Context: an optimization exercise on an open-source flow, tuned for small area, a short achievable clock period and few clock cycles per item. The choices shown serve that exercise and are no tape-out recipe. Function was checked by simulation only, so behaviour that the tests miss may differ from the original.

Design gost89_ofb_encrypt, start of the top module:
module gost89_ofb_encrypt(
  input              clk,
  input              reset,
  input              load_data,
  input              load_IV,
  input      [255:0] key,
  input      [63:0]  in,
  input      [63:0]  IV,
  output     [63:0]  out,
  output reg         busy
);
Size: roughly 450 I/O pins, about 0.0079 sq mm of cells after synthesis.
==> flow/config.mk <==
export PLATFORM = sky130hd
export DESIGN_NAME = gost89_ofb_encrypt
export DESIGN_NICKNAME = gost89_ofb_encrypt
export VERILOG_FILES = /design/flow/design.v
export SDC_FILE = /design/flow/constraint.sdc
export NUM_CORES = 4
export LEC_CHECK = 0
export CAP_MARGIN = 20
export CORE_MARGIN = 2
export CORE_UTILIZATION = 50
export SETUP_SLACK_MARGIN = 5
export SLEW_MARGIN = 20
==> flow/constraint.sdc <==
create_clock -name core_clock -period 10.0 [get_ports {clk}]
set_input_delay 2.0000 -clock core_clock [delete_from_list [all_inputs] [get_ports {clk}]]
set_output_delay 2.0000 -clock core_clock [all_outputs]
set_load 0.01 [all_outputs]
standard.sh (not shown) runs the stock make flow with config.mk's settings and CLKGATE_MAP_FILE= SYNTH_SCRIPT=/design/flow/synth_recipe.tcl, a recipe that flattens the netlist after the stock synthesis.
==> flow/flow/run.sh <==
#!/bin/bash
# The standard ORFS layout (standard.sh) with three changes:
#  - the port buffers that buffer_ports puts on every input and output are the
#    smallest buffer (sky130_fd_sc_hd__buf_1) instead of ORFS's default choice;
#    the resizer may still upsize any of them where timing needs it;
#  - synthesis skips the extraction of full/half adder cells (extract_fa), so
#    ABC maps all of the combinational logic itself, and ABC uses the mapping
#    script flow/abc_speed.script (a copy of ORFS's scripts folder with only
#    that file replaced);
#  - the resizer aims at a setup slack of 5.6 ns.
# standard.sh's output (every tool's) goes to standard.log; ORFS keeps per-step logs too.
set -e
rm -rf orfs_scripts
cp -r "$FLOW_HOME/scripts" orfs_scripts
cp flow/abc_speed.script orfs_scripts/abc_speed.script
export SCRIPTS_DIR="$PWD/orfs_scripts"
export BUFFER_PORTS_ARGS="-buffer_cell sky130_fd_sc_hd__buf_1"
export ADDER_MAP_FILE=
bash standard.sh SETUP_SLACK_MARGIN=5.6 finish > standard.log 2>&1
==> flow/flow/abc_speed.script <==
strash
dch -f
amap
Testbench counts at the start, summed over its fixed seeds: cycles 33,792, items 1,024.
Then changed:
==> flow/flow/run.sh (replaced) <==
#!/bin/bash
# The standard ORFS layout (standard.sh) with two changes:
#  - the port buffers that buffer_ports puts on every input and output are the
#    smallest buffer (sky130_fd_sc_hd__buf_1) instead of ORFS's default choice;
#    the resizer may still upsize any of them where timing needs it;
#  - synthesis skips the extraction of full/half adder cells (extract_fa), so
#    ABC maps all of the combinational logic itself.
# Each tool's full output goes to standard.log (ORFS keeps per-step logs too).
export BUFFER_PORTS_ARGS="-buffer_cell sky130_fd_sc_hd__buf_1"
export ADDER_MAP_FILE=
bash standard.sh SETUP_SLACK_MARGIN=5.7 finish > standard.log 2>&1
--- a/flow/config.mk
+++ b/flow/config.mk
@@ -8,5 +8,6 @@
 export CAP_MARGIN = 20
 export CORE_MARGIN = 2
-export CORE_UTILIZATION = 50
+export CORE_UTILIZATION = 60
+export CTS_BUF_LIST = sky130_fd_sc_hd__clkbuf_8
 export SETUP_SLACK_MARGIN = 5
 export SLEW_MARGIN = 20
removed: flow/flow/abc_speed.script
Outcome: With this change the flow failed in I/O pin placement (3_2_place_iop) with PPL-0024. Area after synthesis increases by roughly a tenth. Synthesized cell count rises by a few percent.
Then changed:
==> flow/flow/run.sh (replaced) <==
#!/bin/bash
# The standard ORFS layout (standard.sh) with these changes:
#  - the port buffers that buffer_ports puts on every input and output are the
#    smallest buffer (sky130_fd_sc_hd__buf_1) instead of ORFS's default choice;
#    the resizer may still upsize any of them where timing needs it;
#  - synthesis skips the extraction of full/half adder cells (extract_fa), so
#    ABC maps all of the combinational logic itself;
#  - the pin placer keeps each in[i] next to out[i] (out = KS ^ in is a
#    combinational port-to-port path);
#  - the resizer aims at a setup slack of 5.4 ns.
# standard.sh's output (every tool's) goes to standard.log; ORFS keeps per-step logs too.
args=""
for i in $(seq 0 63); do args="$args -group_pins {in[$i] out[$i]}"; done
export PLACE_PINS_ARGS="$args"
export BUFFER_PORTS_ARGS="-buffer_cell sky130_fd_sc_hd__buf_1"
export ADDER_MAP_FILE=
bash standard.sh SETUP_SLACK_MARGIN=5.4 finish > standard.log 2>&1
--- a/flow/config.mk
+++ b/flow/config.mk
@@ -8,6 +8,6 @@
 export CAP_MARGIN = 20
 export CORE_MARGIN = 2
-export CORE_UTILIZATION = 60
-export CTS_BUF_LIST = sky130_fd_sc_hd__clkbuf_8
+export CORE_UTILIZATION = 50
+export PLACE_DENSITY = 0.85
 export SETUP_SLACK_MARGIN = 5
 export SLEW_MARGIN = 20
With this change the flow finished with timing, DRC and antenna clean. Synthesized area is unchanged. Synthesized cell count is unchanged.
Then changed:
--- a/flow/flow/run.sh
+++ b/flow/flow/run.sh
@@ -8,5 +8,5 @@
 #  - the pin placer keeps each in[i] next to out[i] (out = KS ^ in is a
 #    combinational port-to-port path);
-#  - the resizer aims at a setup slack of 5.4 ns.
+#  - the resizer aims at a setup slack of 5.8 ns.
 # standard.sh's output (every tool's) goes to standard.log; ORFS keeps per-step logs too.
 args=""
@@ -15,3 +15,3 @@
 export BUFFER_PORTS_ARGS="-buffer_cell sky130_fd_sc_hd__buf_1"
 export ADDER_MAP_FILE=
-bash standard.sh SETUP_SLACK_MARGIN=5.4 finish > standard.log 2>&1
+bash standard.sh SETUP_SLACK_MARGIN=5.8 finish > standard.log 2>&1
--- a/flow/config.mk
+++ b/flow/config.mk
@@ -9,5 +9,4 @@
 export CORE_MARGIN = 2
 export CORE_UTILIZATION = 50
-export PLACE_DENSITY = 0.85
 export SETUP_SLACK_MARGIN = 5
 export SLEW_MARGIN = 20
Final area rises by roughly a tenth.
Non-clock buffer count climbs by 26.
First-iteration DRC count grows slightly.
Sequential share of layout area is lower by 2.9 points.

## what the ideal ports hide
How much do the figures lean on ideal ports? The routed layouts below were timed once more, with nothing changed but the port constraints.
Step 1, drivers: a clkbuf_16 drives clk and a buf_2 each remaining input, both assumed.
Step 2, shift: input delay + t, output delay - t, t = (earliest + latest rising clock arrival at the registers) / 2. This alone moves slack from input paths to output paths.
Slacks: no drivers / after step 1 / after step 2; pairs: no drivers / after step 1.
| run | t (ns) | setup WS [ns] | worst setup path after step 2 | latest minus earliest clock arrival (ns) | worst slew at a driven data input, ns |
|---|---|---|---|---|---|
| the first run | 0.414 | 5.452 / 5.416 / 5.416 | input to output | 0.020 / 0.020 | 0.19 |
| the third run | 0.407 | 5.563 / 5.533 / 5.212 | input to register | 0.011 / 0.011 | 0.19 |
| the fourth run | 0.403 | 5.574 / 5.524 / 5.408 | input to register | 0.015 / 0.014 | 0.22 |
After both steps every run listed still meets setup and hold. For the third run, which loses most, drivers alone change the setup slack by -0.030 ns; drivers and shift together by -0.351 ns.
